Background: an optimization exercise with open tools, aiming at small area. Do not read the settings as production practice.
In this exercise RTL edits were held to simulation tests only and were not proved equivalent to the original.
Power and IR drop assume default switching activity.

<file path="config.mk">
export PLATFORM = sky130hd
export DESIGN_NAME = vga_game
export DESIGN_NICKNAME = vga_game
export VERILOG_FILES = /design/flow/design.v
export SDC_FILE = /design/flow/constraint.sdc
export NUM_CORES = 4
export LEC_CHECK = 0
export CAP_MARGIN = 20
export CORE_MARGIN = 2
export CORE_UTILIZATION = 40
export PLACE_DENSITY = 0.6
export SLEW_MARGIN = 20
</file>
<file path="constraint.sdc">
create_clock -name core_clock -period 10.0 [get_ports {clk}]
set_input_delay 2.0000 -clock core_clock [delete_from_list [all_inputs] [get_ports {clk}]]
set_output_delay 2.0000 -clock core_clock [all_outputs]
set_load 0.01 [all_outputs]
</file>
<file path="design.v">
`timescale 1ns / 1ps
module button_pulse(
		    input clk,
		    input raw_button,
		    output button_pulse
		    );
    localparam N = 3;
    reg [N - 1:0] Q_reg;
    always @(posedge clk)
    begin
        Q_reg <= {Q_reg[N - 2:0], raw_button};
    end
    assign button_pulse = (&Q_reg[N - 2:0]) & ~Q_reg[N-1];
endmodule
`timescale 1ns/1ps
module rand_num_gen 
    #(parameter N = 8)(
    input clk, reset, enable,
    output [N-1:0] o_rand
    );
    reg [N-1 : 0] i_rand, i_rand_next;
    wire shift_in;
    always @ (posedge clk or posedge reset)
    begin
        if(reset)
        begin
            i_rand <= 'd1;
        end
        else if (enable)
        begin
            i_rand <= i_rand_next;
        end
        else  
        begin
            i_rand <= o_rand;
        end
    end
    always @(*)
    begin
        i_rand_next = {shift_in, o_rand[N-1:1]};
    end
    assign o_rand = i_rand;
    assign shift_in = o_rand[0] ^ o_rand[2] ^ o_rand[3] ^ o_rand[4];
endmodule
`timescale 1ns/1ps
module higher_or_lower_fsm (
    input clk, reset, higher_btn, lower_btn, confirm_btn,
    output reg [2:0] rgb_led,
    output reg [2:0] state,
    output reg [7:0] rand_num, counter, temp_rand_num
);
    localparam Idle = 0;
    localparam Guess = 1;
    localparam Get_Next = 2;
    localparam Check_Next = 3;
    localparam Results = 4;
    wire [7:0] i_rand;
    reg [2:0] next_rgb_led;
    reg [2:0] next_state;
    reg [7:0] next_rand_num, next_temp_rand_num;
    reg [7:0] next_counter;
    reg rng_enb;
    reg [1:0] guess;
    reg [1:0] next_guess; 
    rand_num_gen rng1 (
        .clk(clk),
        .reset(reset),
        .enable(rng_enb),
        .o_rand(i_rand)
    );
    always @(posedge clk or posedge reset)
    begin
        if(reset)
        begin
            state <= Idle;
            rgb_led <= 3'b000;
            rand_num <= 0;
            counter <= 0;
            temp_rand_num <= 0;
            guess <= 0;
        end
        else 
        begin
            state <= next_state;
            rgb_led <= next_rgb_led;
            rand_num <= next_rand_num;
            temp_rand_num <= next_temp_rand_num;
            counter <= next_counter;
            guess <= next_guess;
        end
    end
    always @(*)
    begin
        next_state = state;
        next_rgb_led = rgb_led;
        next_rand_num = rand_num;
        next_counter = counter;
        next_temp_rand_num = temp_rand_num;
        next_guess = guess;
        case(state)
            Idle:
            begin
                next_counter = 0;
                next_rand_num = 0;
                next_temp_rand_num = 0;
                next_guess = 2'b00;
                next_rgb_led = 3'b001;  
                rng_enb = 1;
                next_guess = 2'b00;
                if(confirm_btn)
                    next_state = Guess;
            end
            Guess:
            begin
                next_rand_num = i_rand;
                rng_enb = 0;
                next_rgb_led = 3'b111;  
                if (higher_btn)
                begin
                    next_state = Get_Next;
                    next_guess = 2'b10;
                    rng_enb = 1;
                end else if (lower_btn)
                begin
                    next_state = Get_Next;
                    next_guess = 2'b01;
                    rng_enb = 1;
                end
            end
            Get_Next:
            begin
                next_temp_rand_num = i_rand;
                next_state = Check_Next;
                rng_enb = 0;
            end
            Check_Next:
            begin
                rng_enb = 0;
                if (((rand_num <= temp_rand_num) && guess[1]) || ((rand_num >= temp_rand_num) && guess[0]))
                begin
                    next_counter = counter + 1;
                    next_state = Guess;
                end 
                else
                begin
                    next_state = Results;
                end
            end
            Results:
            begin
                next_rgb_led = 3'b100;  
                rng_enb = 1;  
                if(confirm_btn)
                begin
                    next_state = Guess;
                end
            end 
            default:
            begin
                next_state = Idle;
                rng_enb = 0;
            end
        endcase
    end
endmodule
`timescale 1ns / 1ps
module double_dabble (
    input [7:0] num_in,
    output reg [11:0] bcd_out
);
    integer i; 
    always @(num_in)
    begin
        bcd_out = 0;
        for(i = 0; i < 8; i = i + 1)
        begin
            bcd_out = {bcd_out[10:0], num_in[7-i]};
            if (i < 7 && bcd_out[3:0] > 4)
                bcd_out[3:0] = bcd_out[3:0] + 3;
             if (i < 7 && bcd_out[7:4] > 4)
                bcd_out[7:4] = bcd_out[7:4] + 3;   
             if (i < 7 && bcd_out[11:8] > 4)
                bcd_out[11:8] = bcd_out[11:8] + 3;
        end
    end
endmodule
`timescale 1ns / 1ps
module clk_25MHz_divider(
    input clk, reset,
    output clk_25MHz_o
    );
    reg [1:0] clk_counter;
    always@(posedge clk or posedge reset)
    begin
        if(reset)
        begin
            clk_counter <= 0;
        end
        else
        begin
            clk_counter <= clk_counter + 1;
        end
    end
    assign clk_25MHz_o = (clk_counter == 0);
endmodule
`timescale 1ns / 1ps
module vga_num_gen(
    input enable, clk,
    input [9:0] h_size, v_size, h_start, v_start, h_counter, v_counter,
    input [3:0] bcd,
    output reg [3:0] o_red, o_green, o_blue
    );
    reg [3:0] i_red, i_green, i_blue;
    always @(posedge clk)
    begin
        o_red <= i_red;
        o_green <= i_green;
        o_blue <= i_blue;
    end
    always @(*) 
    begin
        if (enable)
        begin
        i_red = o_red;
        i_green = o_green;
        i_blue = o_blue;
        case(bcd)
                0:
                begin
                    if(((h_counter == h_size + h_start) || h_counter == h_start) && v_counter >= v_start && v_counter <= (v_start + v_size))
                    begin
                        i_red = 0;
                        i_green = 0;
                        i_blue = 0;
                    end 
                    else if ((v_counter == v_start || (v_counter == v_start + v_size)) && (h_counter >= h_start && h_counter <= (h_start + h_size)))
                    begin
                        i_red = 0;
                        i_green = 0;
                        i_blue = 0;
                    end
                    else 
                    begin
                        i_red = 4'hF;
                        i_green = 4'hF;
                        i_blue = 4'hF;
                    end
                end
                1:
                begin
                    if(h_counter == h_size + h_start && v_counter >= v_start && v_counter <= (v_start + v_size))
                    begin
                        i_red = 0;
                        i_green = 0;
                        i_blue = 0;
                    end
                    else 
                    begin
                        i_red = 4'hF;
                        i_green = 4'hF;
                        i_blue = 4'hF;
                    end
                end
                2:
                begin
                    if (h_counter >= h_start && v_counter == v_start && h_counter <= h_start + h_size)
                    begin
                        i_red = 0;
                        i_green = 0;
                        i_blue = 0;
                    end 
                    else if (v_counter > v_start && (v_counter < (v_start + (v_size / 2))) && h_counter == h_start + h_size)
                    begin
                        i_red = 0;
                        i_green = 0;
                        i_blue = 0;
                    end else if (v_counter == (v_start + (v_size / 2)) && h_counter >= h_start && h_counter <= (h_start + h_size))
                    begin
                        i_red = 0;
                        i_green = 0;
                        i_blue = 0;
                    end
                    else if (h_counter == h_start && (v_counter >= v_start + (v_size/2)) && v_counter <= v_start + v_size)
                    begin
                        i_red = 0;
                        i_green = 0;
                        i_blue = 0;
                    end
                    else if(v_counter == v_start + v_size && h_counter >= h_start && h_counter <= (h_start + h_size))
                    begin
                        i_red = 0;
                        i_green = 0;
                        i_blue = 0;
                    end
                    else
                    begin
                        i_red = 4'hF;
                        i_green = 4'hF;
                        i_blue = 4'hF; 
                    end
                end
                3:
                begin
                    if(v_counter == v_start && h_counter >= h_start && h_counter <= (h_start + h_size))
                    begin
                        i_red = 0;
                        i_green = 0;
                        i_blue = 0;
                    end 
                    else if (h_counter == (h_start + h_size) && v_counter >= v_start && v_counter <= (v_start + v_size))
                    begin
                        i_red = 0;
                        i_green = 0;
                        i_blue = 0;
                    end
                    else if (h_counter >= h_start && h_counter <= (h_start + h_size) && v_counter == (v_start + (v_size/2)))
                    begin
                        i_red = 0;
                        i_green = 0;
                        i_blue = 0;
                    end
                    else if (h_counter >= h_start && h_counter <= (h_start + h_size) && v_counter == (v_start + v_size))
                    begin
                        i_red = 0;
                        i_green = 0;
                        i_blue = 0;
                    end
                    else 
                    begin
                        i_red = 4'hF;
                        i_green = 4'hF;
                        i_blue = 4'hF; 
                    end
                end
                4:
                begin
                    if (h_counter == h_start && v_counter >= v_start && v_counter <= (v_start + v_size/2))
                    begin
                        i_red = 0;
                        i_green = 0;
                        i_blue = 0;
                    end 
                    else if (h_counter >= h_start && h_counter <= (h_start + h_size) && v_counter == (v_start + (v_size/2)))
                    begin
                        i_red = 0;
                        i_green = 0;
                        i_blue = 0;
                    end 
                    else if(h_counter == h_size + h_start && v_counter >= v_start && v_counter <= (v_start + v_size))
                    begin
                        i_red = 0;
                        i_green = 0;
                        i_blue = 0;
                    end
                    else 
                    begin
                        i_red = 4'hF;
                        i_green = 4'hF;
                        i_blue = 4'hF;
                    end
                end
                5:
                begin
                    if ((h_counter >= h_start) && (h_counter <= (h_start + h_size)) && v_counter == v_start)
                    begin
                        i_red = 0;
                        i_green = 0;
                        i_blue = 0;
                    end
                    else if(h_counter == h_start && (v_counter >= v_start && v_counter <= (v_start + v_size/2)))
                    begin
                        i_red = 0;
                        i_green = 0;
                        i_blue = 0;
                    end
                    else if((h_counter >= h_start) && (h_counter <= (h_start + h_size)) && v_counter == (v_start + v_size/2))
                    begin
                        i_red = 0;
                        i_green = 0;
                        i_blue = 0;
                    end
                    else if (h_counter == (h_start + h_size) && v_counter >= (v_start + v_size/2) && v_counter <= (v_start + v_size))
                    begin
                        i_red = 0;
                        i_green = 0;
                        i_blue = 0;
                    end
                    else if((h_counter >= h_start) && (h_counter <= (h_start + h_size)) && v_counter == (v_size + v_start))
                    begin
                        i_red = 0;
                        i_green = 0;
                        i_blue = 0;
                    end
                    else begin
                        i_red = 4'hF;
                        i_green = 4'hF;
                        i_blue = 4'hF; 
                    end
                end
                6:
                begin
                    if ((h_counter >= h_start) && (h_counter <= (h_start + h_size)) && v_counter == v_start)
                    begin
                        i_red = 0;
                        i_green = 0;
                        i_blue = 0;
                    end 
                    else if (h_counter == h_start && v_counter >= v_start && v_counter <= v_start + v_size)
                    begin
                        i_red = 0;
                        i_green = 0;
                        i_blue = 0;
                    end
                    else if((h_counter >= h_start) && (h_counter <= (h_start + h_size)) && v_counter == (v_start + v_size/2))
                    begin
                        i_red = 0;
                        i_green = 0;
                        i_blue = 0;
                    end
                    else if (h_counter == (h_start + h_size) && v_counter >= (v_start + v_size/2) && v_counter <= (v_start + v_size))
                    begin
                        i_red = 0;
                        i_green = 0;
                        i_blue = 0;
                    end
                    else if((h_counter >= h_start) && (h_counter <= (h_start + h_size)) && v_counter == (v_size + v_start))
                    begin
                        i_red = 0;
                        i_green = 0;
                        i_blue = 0;
                    end
                    else begin
                        i_red = 4'hF;
                        i_green = 4'hF;
                        i_blue = 4'hF; 
                    end
                end
                7:
                begin
                    if (h_counter >= h_start && v_counter == v_start && h_counter <= h_start + h_size)
                    begin
                        i_red = 0;
                        i_green = 0;
                        i_blue = 0;
                    end 
                    else if(h_counter == h_size + h_start && v_counter >= v_start && v_counter <= (v_start + v_size))
                    begin
                        i_red = 0;
                        i_green = 0;
                        i_blue = 0;
                    end
                    else 
                    begin
                        i_red = 4'hF;
                        i_green = 4'hF;
                        i_blue = 4'hF;
                    end
                end
                8:
                begin
                    if(((h_counter == h_size + h_start) || h_counter == h_start) && v_counter >= v_start && v_counter <= (v_start + v_size))
                    begin
                        i_red = 0;
                        i_green = 0;
                        i_blue = 0;
                    end 
                    else if ((v_counter == v_start || (v_counter == v_start + v_size)) && (h_counter >= h_start && h_counter <= (h_start + h_size)))
                    begin
                        i_red = 0;
                        i_green = 0;
                        i_blue = 0;
                    end
                    else if((h_counter >= h_start) && (h_counter <= (h_start + h_size)) && v_counter == (v_start + v_size/2))
                    begin
                        i_red = 0; 
                        i_green = 0;
                        i_blue = 0;
                    end
                    else 
                    begin
                        i_red = 4'hF;
                        i_green = 4'hF;
                        i_blue = 4'hF;
                    end
                end
                9:
                begin
                    if (h_counter == h_start && v_counter >= v_start && v_counter <= (v_start + v_size/2))
                    begin
                        i_red = 0;
                        i_green = 0;
                        i_blue = 0;
                    end 
                    else if (h_counter >= h_start && h_counter <= (h_start + h_size) && v_counter == (v_start + (v_size/2)))
                    begin
                        i_red = 0;
                        i_green = 0;
                        i_blue = 0;
                    end 
                    else if(h_counter == h_size + h_start && v_counter >= v_start && v_counter <= (v_start + v_size))
                    begin
                        i_red = 0;
                        i_green = 0;
                        i_blue = 0;
                    end
                    else if(h_counter >= h_start && h_counter <= h_start + h_size && v_counter == v_start)
                    begin
                        i_red = 0;
                        i_green = 0;
                        i_blue = 0;
                    end
                    else 
                    begin
                        i_red = 4'hF;
                        i_green = 4'hF;
                        i_blue = 4'hF;
                    end
                end
                default;
            endcase
        end
        else
        begin
            i_red = 4'hF;
            i_green = 4'hF;
            i_blue = 4'hF;
        end
    end
endmodule
`timescale 1ns/1ps
module vga_driver
    #(parameter HORZ_RES = 640, 
    parameter VERT_RES = 480, 
    parameter H_FRONT_PORCH = 16, 
    parameter H_SYNC_PULSE = 96, 
    parameter H_BACK_PORCH = 48, 
    parameter H_TOTAL = 800, 
    parameter V_FRONT_PORCH = 10, 
    parameter V_SYNC_PULSE = 2, 
    parameter V_BACK_PORCH = 33, 
    parameter V_TOTAL = 525) 
    (
        input clk_100MHz, 
        input reset,
        input [2:0] fsm_state,
        input [11:0] bcd_rand_num, bcd_temp_rand_num, bcd_counter,
        output o_hsync, o_vsync,
        output [3:0] o_red, o_green, o_blue
    );
    reg [9:0] h_counter;
    reg [9:0] v_counter;
    wire clk_25MHz;
    clk_25MHz_divider clk_25 (
        .clk(clk_100MHz),
        .reset(reset),
        .clk_25MHz_o(clk_25MHz)
    );
    always@(posedge clk_100MHz or posedge reset)
    begin
        if (reset)
        begin
            h_counter <= 0;
            v_counter <= 0;
        end
        else if (!clk_25MHz)
        begin
        end
        else if (h_counter < H_TOTAL - 1)
        begin
            h_counter <= h_counter + 1;
        end 
        else 
        begin
            h_counter <= 0;
            if(v_counter < V_TOTAL - 1)
            begin
                v_counter <= v_counter + 1;
            end else
            begin
                v_counter <= 0;
            end
        end
    end
    assign o_hsync = ((h_counter > (HORZ_RES + H_FRONT_PORCH)) && (h_counter < (H_TOTAL - H_BACK_PORCH))) ? 0 : 1; 
    assign o_vsync = ((v_counter > (VERT_RES + V_FRONT_PORCH)) && (v_counter < (V_TOTAL - V_BACK_PORCH))) ? 0 : 1; 
    localparam Idle = 0;
    localparam Game_Start = 1;
    localparam Game_Over = 2;
    reg [3:0] i_red, i_green, i_blue;
    reg [3:0] next_red, next_green, next_blue;
    reg [2:0] state;
    reg num_enb;
    reg [9:0] h_size, h_start, v_size, v_start; 
    reg [3:0] bcd;
    wire [3:0] num_red, num_green, num_blue;
    vga_num_gen vga_num1 (
            .enable(num_enb),
            .clk(clk_100MHz),
            .h_size(h_size),
            .h_start(h_start),
            .v_size(v_size),
            .v_start(v_start),
            .bcd(bcd),
            .o_red(num_red),
            .o_green(num_green),
            .o_blue(num_blue),
            .h_counter(h_counter),
            .v_counter(v_counter)
        );
    always@(posedge clk_100MHz)
    begin
        if (fsm_state == 0)
            state <= Idle;
        else if (fsm_state >= 1 && fsm_state <= 3)
            state <= Game_Start;
        else 
        state <= Game_Over;
        i_red <= next_red;
        i_green <= next_green;
        i_blue <= next_blue;
    end
    always @(*)
    begin
        next_red = i_red;
        next_green = i_green;
        next_blue = i_blue;
        num_enb = 0;
        h_size = 0;
        v_size = 0;
        h_start = 0;
        v_start = 0;
        bcd = 0;
        case(state)
            Idle:
            begin
                if(h_counter < HORZ_RES && v_counter < VERT_RES)
                begin
                    if (h_counter >= 100 && h_counter <= 200 && v_counter >= 50 && v_counter <= 150)
                    begin
                        if(h_counter == 100 || h_counter == 200)
                        begin
                            if(v_counter >= 50 && v_counter <= 150)
                            begin
                                next_red = 0;
                                next_green = 0;
                                next_blue = 0;
                            end
                        end 
                        else if(v_counter == 50 || v_counter == 150)
                        begin
                            next_red = 0;
                            next_green = 0;
                            next_blue = 0;
                        end
                        else if(h_counter >= 110-1 && h_counter <= 130+1 && v_counter >= 60 && v_counter <= 140)
                        begin
                            num_enb = 1;
                            h_size = 20;
                            h_start = 110;
                            v_start = 60;
                            v_size = 80;
                            bcd = bcd_counter[11:8];
                            next_red = num_red;
                            next_green = num_green;
                            next_blue = num_blue;
                        end
                        else if(h_counter >= 140-1 && h_counter <= 160+1 && v_counter >= 60 && v_counter <= 140)
                        begin
                            num_enb = 1;
                            h_size = 20;
                            h_start = 140;
                            v_start = 60;
                            v_size = 80;
                            bcd = bcd_counter[7:4];
                            next_red = num_red;
                            next_green = num_green;
                            next_blue = num_blue;
                        end
                        else if(h_counter >= 170-1 && h_counter <= 190+1 && v_counter >= 60 && v_counter <= 140)
                        begin
                            num_enb = 1;
                            h_size = 20;
                            h_start = 170;
                            v_start = 60;
                            v_size = 80;
                            bcd = bcd_counter[3:0];
                            next_red = num_red;
                            next_green = num_green;
                            next_blue = num_blue;
                        end
                        else 
                        begin
                            next_red = 4'hF;
                            next_blue = 4'hF;
                            next_green = 4'hF;
                        end
                    end
                    else if ((h_counter >= 220 && h_counter <= 420) && (v_counter >= 175 && v_counter <= 275))
                    begin
                        if (h_counter == 220 || h_counter == 420)
                        begin
                            next_red = 0;
                            next_green = 0;
                            next_blue = 0;
                        end 
                        else if (v_counter == 175 || v_counter == 275)
                        begin
                            next_red = 0;
                            next_green = 0;
                            next_blue = 0;
                        end 
                        else if(h_counter >= 250-1 && h_counter <= 290+1 && v_counter >= 185 && v_counter <= 265)
                        begin
                            num_enb = 1;
                            h_size = 40;
                            h_start = 250;
                            v_start = 185;
                            v_size = 80;
                            bcd = bcd_rand_num[11:8];
                            next_red = num_red;
                            next_green = num_green;
                            next_blue = num_blue;
                        end
                        else if(h_counter >= 300-1 && h_counter <= 340+1 && v_counter >= 185 && v_counter <= 265)
                        begin
                            num_enb = 1;
                            h_size = 40;
                            h_start = 300;
                            v_start = 185;
                            v_size = 80;
                            bcd = bcd_rand_num[7:4];
                            next_red = num_red;
                            next_green = num_green;
                            next_blue = num_blue;
                        end
                        else if(h_counter >= 350-1 && h_counter <= 390+1 && v_counter >= 185 && v_counter <= 265)
                        begin
                            num_enb = 1;
                            h_size = 40;
                            h_start = 350;
                            v_start = 185;
                            v_size = 80;
                            bcd = bcd_rand_num[3:0];
                            next_red = num_red;
                            next_green = num_green;
                            next_blue = num_blue;
                        end
                        else
                        begin
                            next_red = 4'hF;
                            next_blue = 4'hF;
                            next_green = 4'hF;
                        end
                    end
                    else if (h_counter >= 270 && h_counter <= 370 && v_counter >= 300 && v_counter <= 400)
                    begin
                        if(h_counter == 270 || h_counter == 370)
                        begin
                            next_red = 0;
                            next_green = 0;
                            next_blue = 0;
                        end 
                        else if (v_counter == 300 || v_counter == 400)
                        begin
                            next_red = 0;
                            next_green = 0;
                            next_blue = 0;
                        end 
                        else if (h_counter >= 290 && h_counter <= 350 && v_counter >= 320 && v_counter <= 380)
                        begin
                            if (v_counter == 320)
                            begin
                                next_green = 4'hF;
                                next_red = 0;
                                next_blue = 0;
                            end 
                            else if (v_counter == 380)
                            begin
                                next_green = 4'hF;
                                next_red = 0;
                                next_blue = 0;
                            end 
                            else if (h_counter == 290)
                            begin
                                next_green = 4'hF;
                                next_red = 0;
                                next_blue = 0;
                            end 
                            else
                            begin
                                next_red = 4'hF;
                                next_green = 4'hF;
                                next_blue = 4'hF;
                            end
                        end
                        else 
                        begin
                            next_red = 4'hF;
                            next_green = 4'hF;
                            next_blue = 4'hF;
                        end
                    end
                    else 
                    begin
                        next_red = 4'hF;
                        next_green = 4'hF;
                        next_blue = 4'hF;
                    end
                end
                else 
                begin
                    next_red = 0;
                    next_green = 0;
                    next_blue = 0;
                end
            end
            Game_Start:
            begin
                if(h_counter < HORZ_RES && v_counter < VERT_RES)
                begin
                    if (h_counter >= 100 && h_counter <= 200 && v_counter >= 50 && v_counter <= 150)
                    begin
                        if(h_counter == 100 || h_counter == 200)
                        begin
                            if(v_counter >= 50 && v_counter <= 150)
                            begin
                                next_red = 0;
                                next_green = 0;
                                next_blue = 0;
                            end
                        end 
                        else if(v_counter == 50 || v_counter == 150)
                        begin
                            next_red = 0;
                            next_green = 0;
                            next_blue = 0;
                        end
                        else if(h_counter >= 110-1 && h_counter <= 130+1 && v_counter >= 60 && v_counter <= 140)
                        begin
                            num_enb = 1;
                            h_size = 20;
                            h_start = 110;
                            v_start = 60;
                            v_size = 80;
                            bcd = bcd_counter[11:8];
                            next_red = num_red;
                            next_green = num_green;
                            next_blue = num_blue;
                        end
                        else if(h_counter >= 140-1 && h_counter <= 160+1 && v_counter >= 60 && v_counter <= 140)
                        begin
                            num_enb = 1;
                            h_size = 20;
                            h_start = 140;
                            v_start = 60;
                            v_size = 80;
                            bcd = bcd_counter[7:4];
                            next_red = num_red;
                            next_green = num_green;
                            next_blue = num_blue;
                        end
                        else if(h_counter >= 170-1 && h_counter <= 190+1 && v_counter >= 60 && v_counter <= 140)
                        begin
                            num_enb = 1;
                            h_size = 20;
                            h_start = 170;
                            v_start = 60;
                            v_size = 80;
                            bcd = bcd_counter[3:0];
                            next_red = num_red;
                            next_green = num_green;
                            next_blue = num_blue;
                        end
                        else 
                        begin
                            next_red = 4'hF;
                            next_blue = 4'hF;
                            next_green = 4'hF;
                        end
                    end
                    else if ((h_counter >= 220 && h_counter <= 420) && (v_counter >= 175 && v_counter <= 275))
                    begin
                        if (h_counter == 220 || h_counter == 420)
                        begin
                            next_red = 0;
                            next_green = 0;
                            next_blue = 0;
                        end 
                        else if (v_counter == 175 || v_counter == 275)
                        begin
                            next_red = 0;
                            next_green = 0;
                            next_blue = 0;
                        end 
                        else if(h_counter >= 250-1 && h_counter <= 290+1 && v_counter >= 185 && v_counter <= 265)
                        begin
                            num_enb = 1;
                            h_size = 40;
                            h_start = 250;
                            v_start = 185;
                            v_size = 80;
                            bcd = bcd_rand_num[11:8];
                            next_red = num_red;
                            next_green = num_green;
                            next_blue = num_blue;
                        end
                        else if(h_counter >= 300-1 && h_counter <= 340+1 && v_counter >= 185 && v_counter <= 265)
                        begin
                            num_enb = 1;
                            h_size = 40;
                            h_start = 300;
                            v_start = 185;
                            v_size = 80;
                            bcd = bcd_rand_num[7:4];
                            next_red = num_red;
                            next_green = num_green;
                            next_blue = num_blue;
                        end
                        else if(h_counter >= 350-1 && h_counter <= 390+1 && v_counter >= 185 && v_counter <= 265)
                        begin
                            num_enb = 1;
                            h_size = 40;
                            h_start = 350;
                            v_start = 185;
                            v_size = 80;
                            bcd = bcd_rand_num[3:0];
                            next_red = num_red;
                            next_green = num_green;
                            next_blue = num_blue;
                        end
                        else
                        begin
                            next_red = 4'hF;
                            next_blue = 4'hF;
                            next_green = 4'hF;
                        end
                    end
                    else if (h_counter >= 120 && h_counter <= 220 && v_counter >= 300 && v_counter <= 400)
                    begin
                        if(h_counter == 120 || h_counter == 220)
                        begin
                            next_red = 0;
                            next_green = 0;
                            next_blue = 0;
                        end 
                        else if (v_counter == 300 || v_counter == 400)
                        begin
                            next_red = 0;
                            next_green = 0;
                            next_blue = 0;
                        end 
                        else if (h_counter >= 140 && h_counter <= 200 && v_counter >= 320 && v_counter <= 380)
                        begin
                            if (v_counter == 350)
                            begin
                                next_green = 0;
                                next_red = 0;
                                next_blue = 4'hF;
                            end 
                            else if (h_counter == 140 || h_counter == 200)
                            begin
                                next_green = 0;
                                next_red = 0;
                                next_blue = 4'hF;
                            end 
                            else
                            begin
                                next_red = 4'hF;
                                next_green = 4'hF;
                                next_blue = 4'hF;
                            end
                        end
                        else 
                        begin
                            next_red = 4'hF;
                            next_green = 4'hF;
                            next_blue = 4'hF;
                        end
                    end
                    else if (h_counter >= 420 && h_counter <= 520 && v_counter >= 300 && v_counter <= 400)
                        begin
                            if(h_counter == 420 || h_counter == 520)
                            begin
                                next_red = 0;
                                next_green = 0;
                                next_blue = 0;
                            end 
                            else if (v_counter == 300 || v_counter == 400)
                            begin
                                next_red = 0;
                                next_green = 0;
                                next_blue = 0;
                            end 
                            else if (h_counter >= 440 && h_counter <= 500 && v_counter >= 320 && v_counter <= 380)
                            begin
                                if (v_counter == 380 && h_counter <= 470)
                                begin
                                    next_green = 0;
                                    next_red = 0;
                                    next_blue = 4'hF;
                                end 
                                else if (h_counter == 440)
                                begin
                                    next_green = 0;
                                    next_red = 0;
                                    next_blue = 4'hF;
                                end 
                                else
                                begin
                                    next_red = 4'hF;
                                    next_green = 4'hF;
                                    next_blue = 4'hF;
                                end
                            end
                            else 
                            begin
                                next_red = 4'hF;
                                next_green = 4'hF;
                                next_blue = 4'hF;
                            end
                        end
                    else 
                    begin
                        next_red = 4'hA;
                        next_green = 4'h2;
                        next_blue = 4'hE;
                    end
                end
                else 
                begin
                    next_red = 0;
                    next_green = 0;
                    next_blue = 0;
                end
            end
            Game_Over:
            begin
             if(h_counter < HORZ_RES && v_counter < VERT_RES)
                begin
                    if (h_counter >= 100 && h_counter <= 200 && v_counter >= 50 && v_counter <= 150)
                    begin
                        if(h_counter == 100 || h_counter == 200)
                        begin
                            if(v_counter >= 50 && v_counter <= 150)
                            begin
                                next_red = 0;
                                next_green = 0;
                                next_blue = 0;
                            end
                        end 
                        else if(v_counter == 50 || v_counter == 150)
                        begin
                            next_red = 0;
                            next_green = 0;
                            next_blue = 0;
                        end
                        else if(h_counter >= 110-1 && h_counter <= 130+1 && v_counter >= 60 && v_counter <= 140)
                        begin
                            num_enb = 1;
                            h_size = 20;
                            h_start = 110;
                            v_start = 60;
                            v_size = 80;
                            bcd = bcd_counter[11:8];
                            next_red = num_red;
                            next_green = num_green;
                            next_blue = num_blue;
                        end
                        else if(h_counter >= 140-1 && h_counter <= 160+1 && v_counter >= 60 && v_counter <= 140)
                        begin
                            num_enb = 1;
                            h_size = 20;
                            h_start = 140;
                            v_start = 60;
                            v_size = 80;
                            bcd = bcd_counter[7:4];
                            next_red = num_red;
                            next_green = num_green;
                            next_blue = num_blue;
                        end
                        else if(h_counter >= 170-1 && h_counter <= 190+1 && v_counter >= 60 && v_counter <= 140)
                        begin
                            num_enb = 1;
                            h_size = 20;
                            h_start = 170;
                            v_start = 60;
                            v_size = 80;
                            bcd = bcd_counter[3:0];
                            next_red = num_red;
                            next_green = num_green;
                            next_blue = num_blue;
                        end
                        else 
                        begin
                            next_red = 4'hF;
                            next_blue = 4'hF;
                            next_green = 4'hF;
                        end
                    end
                    else if ((h_counter >= 220 && h_counter <= 420) && (v_counter >= 175 && v_counter <= 275))
                    begin
                        if (h_counter == 220 || h_counter == 420)
                        begin
                            next_red = 0;
                            next_green = 0;
                            next_blue = 0;
                        end 
                        else if (v_counter == 175 || v_counter == 275)
                        begin
                            next_red = 0;
                            next_green = 0;
                            next_blue = 0;
                        end 
                        else if(h_counter >= 250-1 && h_counter <= 290+1 && v_counter >= 185 && v_counter <= 265)
                        begin
                            num_enb = 1;
                            h_size = 40;
                            h_start = 250;
                            v_start = 185;
                            v_size = 80;
                            bcd = bcd_temp_rand_num[11:8];
                            next_red = num_red;
                            next_green = num_green;
                            next_blue = num_blue;
                        end
                        else if(h_counter >= 300-1 && h_counter <= 340+1 && v_counter >= 185 && v_counter <= 265)
                        begin
                            num_enb = 1;
                            h_size = 40;
                            h_start = 300;
                            v_start = 185;
                            v_size = 80;
                            bcd = bcd_temp_rand_num[7:4];
                            next_red = num_red;
                            next_green = num_green;
                            next_blue = num_blue;
                        end
                        else if(h_counter >= 350-1 && h_counter <= 390+1 && v_counter >= 185 && v_counter <= 265)
                        begin
                            num_enb = 1;
                            h_size = 40;
                            h_start = 350;
                            v_start = 185;
                            v_size = 80;
                            bcd = bcd_temp_rand_num[3:0];
                            next_red = num_red;
                            next_green = num_green;
                            next_blue = num_blue;
                        end
                        else
                        begin
                            next_red = 4'hF;
                            next_blue = 4'hF;
                            next_green = 4'hF;
                        end
                    end
                    else if (h_counter >= 270 && h_counter <= 370 && v_counter >= 300 && v_counter <= 400)
                    begin
                        if(h_counter == 270 || h_counter == 370)
                        begin
                            next_red = 0;
                            next_green = 0;
                            next_blue = 0;
                        end 
                        else if (v_counter == 300 || v_counter == 400)
                        begin
                            next_red = 0;
                            next_green = 0;
                            next_blue = 0;
                        end 
                        else if (h_counter >= 290 && h_counter <= 350 && v_counter >= 320 && v_counter <= 380)
                        begin
                            if (v_counter == 320)
                            begin
                                next_green = 4'hF;
                                next_red = 0;
                                next_blue = 0;
                            end 
                            else if (v_counter == 380)
                            begin
                                next_green = 4'hF;
                                next_red = 0;
                                next_blue = 0;
                            end 
                            else if (h_counter == 290)
                            begin
                                next_green = 4'hF;
                                next_red = 0;
                                next_blue = 0;
                            end 
                            else
                            begin
                                next_red = 4'hF;
                                next_green = 4'hF;
                                next_blue = 4'hF;
                            end
                        end
                        else 
                        begin
                            next_red = 4'hF;
                            next_green = 4'hF;
                            next_blue = 4'hF;
                        end
                    end
                    else 
                    begin
                        next_red = 4'hF;
                        next_green = 0;
                        next_blue = 0;
                    end
                end
                else 
                begin
                    next_red = 0;
                    next_green = 0;
                    next_blue = 0;
                end
            end
            default ;
        endcase
    end
    assign o_red = i_red;
    assign o_blue = i_blue;
    assign o_green = i_green;
endmodule
`timescale 1ns / 1ps
module vga_game(
    input clk, reset, higher_btn, lower_btn, confirm_btn,
    output [2:0] rgb_led, state, 
    output o_hsync, o_vsync,
    output [3:0] o_red, o_green, o_blue,
    output [7:0] counter
    );
    wire [2:0] fsm_state;
    wire higher_btn_debounce, lower_btn_debounce;
    wire [7:0] i_counter, i_rand_num, i_temp_rand_num;
    wire [11:0] bcd_rand_num, bcd_temp_num, bcd_counter;
    assign counter = i_counter;
    assign state = fsm_state;
    button_pulse bp_0 (
        .clk(clk),
        .raw_button(higher_btn),
        .button_pulse(higher_btn_debounce)
    );
    button_pulse bp_1 (
        .clk(clk),
        .raw_button(lower_btn),
        .button_pulse(lower_btn_debounce)
    );
    double_dabble dd1 (
        .num_in(i_rand_num),
        .bcd_out(bcd_rand_num)
    );
    double_dabble dd2 (
        .num_in(i_temp_rand_num),
        .bcd_out(bcd_temp_num)
    );
    double_dabble dd3 (
        .num_in(i_counter),
        .bcd_out(bcd_counter)
    );
    higher_or_lower_fsm hol_fsm1 (
        .clk(clk),
        .reset(reset),
        .higher_btn(higher_btn_debounce),
        .lower_btn(lower_btn_debounce),
        .confirm_btn(confirm_btn),
        .rgb_led(rgb_led),
        .state(fsm_state),
        .rand_num(i_rand_num),
        .counter(i_counter),
        .temp_rand_num(i_temp_rand_num)
    );
    vga_driver vga_driver1 (
        .clk_100MHz(clk),
        .reset(reset),
        .fsm_state(fsm_state),
        .bcd_rand_num(bcd_rand_num),
        .bcd_temp_rand_num(bcd_temp_num),
        .bcd_counter(bcd_counter),
        .o_hsync(o_hsync),
        .o_vsync(o_vsync),
        .o_red(o_red),
        .o_green(o_green),
        .o_blue(o_blue)
    );
endmodule
</file>
<file path="run.sh">
#!/bin/bash
# synth_recipe.tcl (not shown) runs the flow's synth.tcl, then flattens the netlist and writes it again
# the make line also repeats each setting of config.mk as NAME=value (left out here)
make -C /OpenROAD-flow-scripts/flow DESIGN_CONFIG=/design/flow/config.mk WORK_HOME=/design/flow/orfs CLKGATE_MAP_FILE= SYNTH_SCRIPT=/design/flow/synth_recipe.tcl finish
</file>
==> notes.md <==
## metrics by stage
step | std cells | utilization, % | setup WS (ns) | power (mW)
after floorplan | 1200 | - | 4.11 | 0.628
after global placement | 1507 | 43.6 | 2.85 | 0.766
after detailed placement | 1507 | 43.6 | 2.77 | 0.768
after CTS | 1523 | 45.0 | 2.70 | 1.13
after global routing | 1523 | 45.0 | 1.82 | 1.18
final | 1523 | 45.0 | 2.51 | 1.12
## report_power, final
| part | total, mW | switching (mW) | internal, mW |
|---|---|---|---|
| Combinational | 0.335 | 0.208 | 0.128 |
| Clock | 0.359 | 0.168 | 0.191 |
| Sequential | 0.423 | 0.0266 | 0.396 |
| Total | 1.12 | 0.402 | 0.715 |
## Yosys cell counts (all sizes together), types with 6 or more instances
cell type	number
or2	14
a21boi	11
dfrtp	61
xor2	8
nor2b	27
o31ai	13
inv	79
mux2i	17
o21a	14
or3	6
nand3	42
clkbuf	42
mux2	20
a31oi	14
nand2b	29
and3	12
nor3	31
o311ai	8
nand2	126
ha	101
nand3b	7
a211oi	14
a21oi	66
nor2	109
nand4	21
dfxtp	9
a21o	16
and2	8
o22ai	8
nor4	17
xnor2	29
edfxtp	12
o211ai	13
o21ai	89
o41ai	9
## metal layers
layer  wire, um  global-route usage (%)  vias up
met3        934                    2.67       36
met1      12800                    30.2     4190
met4        443                    5.90        0
met2      11700                    35.1      196
li1           -                       -     4415
met5          0                       0        -
## final cells by class
cell class / count / area (sq um) / area share (%)
Clock buffer: 10 / 250 / 2.44
Inverter: 79 / 299 / 2.92
Multi-Input combinational cell: 993 / 6780 / 66.2
Sequential cell: 83 / 2090 / 20.4
Timing Repair Buffer: 39 / 373 / 3.64
Tap cell: 313 / 392 / 3.82
Clock inverter: 6 / 62.6 / 0.610
## logic make-up after synthesis
group / synth area share, %
xor+xnor: 3.46
simple gates: 26.0
compound gates: 24.9
buf+inv: 5.11
mux: 4.40
flops: 22.4
fa+ha+maj: 13.7
other cells: 0.0401
## worst paths after layout
kind,to,depth (start not counted)
worst min register to register,bp_1.Q_reg[2],0
worst min-delay path,bp_1.Q_reg[2],0
min in group asynchronous,vga_driver1.v_counter[3],3
worst max register to register,vga_driver1.vga_num1.o_blue[2],25
max in group asynchronous,hol_fsm1.counter[3],3
worst max-delay path,vga_driver1.vga_num1.o_blue[2],25
==> metrics.md <==
| Metric | Value |
|---|---|
| Fin crit share | `roughly three quarters` |
| I/O Buffers | `32` |
| Worst Hold Launch | `bp_1.Q_reg[1]` |
| R2R Path Start | `vga_driver1.h_counter[2]` |
| Synth area leaders | `dfrtp_1 (16%), ha_1 (14%), nand2_1 (5.0%), o21ai_0 (4.6%), nor2_1 (4.4%)` |
| Clk buf depth | `2` |
| Total grt overflow | `0` |
| Slew Limit Fails | `0` |
| Final setup violation count | `0` |
| Hold WS | `0.352 ns` |
| WP buf/inv | `1` |
| # rows | `55` |
| Hold violation count in the final report | `0` |
| Reg2reg setup slack | `about 2.5 ns` |
| TritonCTS sink count | `83` |
| Mean post-synth cell area | `between 7 and 8 sq um` |
| Initial antenna violation count | `0` |
| Max-slew headroom | `around 23%` |
| DR DRC count | `0` |
| Clock input transition at the sequential cells of the worst setup and hold paths | `about 0.08 ns` |
| Post-DR wirelength/cell | `between 15 and 20 um` |
| Yosys cell types | `98` |
| Layout Skew | `between 0.01 and 0.015 ns` |
| Yosys warning count | `7` |
| Synth top area share | `between 15 and 20%` |
| Post-synth EDFFs | `12` |
| Setup repair bufs after CTS | `0` |
| Lkg Pwr | `4.09 nW` |
| Highest Clock Rate | `between 0.1 and 0.15 GHz` |
| Vias | `between 8,000 and 9,000` |
| CTS H-Tree Depth | `3` |
| CTS tree | `yes` |
| Nets | `1,312` |
| Post-cts resize count | `0` |
| Post-Syn Area | `around 9400 sq um` |
| Clk latency of the worst-skew pair | `~0.37 ns` |
| Top cell type by total area after synthesis | `dfrtp_1` |
| Seq cells post-synth | `83` |
| Initial Util | `approximately two fifths` |
| Maxcap violations | `0` |
| # IOs | `33` |
| Mapped Nets | `1,307` |
| Hold buffer count at cts | `0` |
| Die width | `between 150 and 200 um` |
| Crit-path max FO | `26` |
| Cells after synthesis | `between 1,000 and 1,500` |
| Slowest cell on crit path | `dfrtp_1` |
| Post-route cell area | `between 10,000 and 15,000 sq um` |
| Total negative slack | `0 ns` |
| CP endpoint kind | `flip-flop` |
| Fraction of layout cells with a size suffix above 1 | `approximately 6.9%` |
| Crit path required time | `a little over 10 ns` |
| Commonest non-fill, non-tap cell in the layout | `nand2_1` |
| First-pass GRT wire length | `between 40 and 50 mm` |
| Async set or reset register ratio after synthesis | `74.7%` |
| CTS Buf Count | `9` |
| Initial DRC Count | `between 600 and 700` |
| Top Registers | `vga_driver1.h_counter x10, vga_driver1.v_counter x10` |
| Vias per Instance | `~5.8` |
| Most frequent cells in the layout | `nand2_1 (125), nor2_1 (109), ha_1 (101), o21ai_0 (86), inv_1 (77)` |
| VDD IR max | `slightly above 0.07 mV` |
| DP HPWL | `slightly below 20 mm` |
| Die height | `~160 um` |
| Crit path max-delay family | `simple AND/OR/NAND/NOR gates` |
| CP peak stage delay | `approximately 0.85 ns` |
| Die area | `around 25,000 sq um` |
| Syn-to-layout area delta | `9.61%` |
| Register area share after synthesis | `approximately 22%` |
| CP Data Arrival Time | `7.74 ns` |
| Status | `no timing/DRC/antenna violations` |
| RSZ-0062 raised after global routing | `no` |
| GP Congestion | `~0.91` |
| DRT antenna net count | `0` |
| Largest net degree at the start of global routing | `63` |
| Vias in the first global route | `approximately 8,500` |
| Core area | `around 23,000 sq um` |
| Worst min path class | `flip-flop to flip-flop` |
| # fillers | `~2,300` |
| Post-synth top flop | `dfrtp_1` |
| Final min period | `approximately 7.5 ns` |
| PD cells | `~110 nW/um^2` |
| DRT Pass-1 Iters | `6` |
| Slew at the pin with the worst max-slew slack | `1.15 ns` |
| Post-Route WL | `roughly 26 mm` |
| Root Buffer | `clkbuf_16` |
| Global Route Usage Sum | `a little over a fifth` |
| Setup CP Type | `flip-flop to flip-flop` |
| Antenna cells | `0` |
| Crit path launch | `vga_driver1.h_counter[2]` |
| Crit path launch type | `flip-flop` |
| Placed cell areas | `a little under 10,000 sq um` |

## re-timing with driven ports
How much do the figures lean on ideal ports? The routed layout below was timed once more, with nothing changed but the port constraints. Step 1 (the two cells are an assumption about what drives the block):
set clk [get_ports {clk}]
set_driving_cell -lib_cell sky130_fd_sc_hd__clkbuf_16 $clk
set_driving_cell -lib_cell sky130_fd_sc_hd__buf_2 [delete_from_list [all_inputs] $clk]
Step 2 times the ports against the registers' clock, not the clock port: input delays grow and output delays shrink by t, the midpoint of the rising clock arrivals with the driver on. a / b / c = ideal / step 1 / step 2; a / b = the first two.
t, ns: 0.405
slack for setup (ns): 2.506 / 2.506 / 2.506
worst slew at a driven data input, ns: 0.04
After both steps setup and hold are still met in this run. For this run, drivers alone change the setup slack by 0.000 ns; drivers and shift together by 0.000 ns.
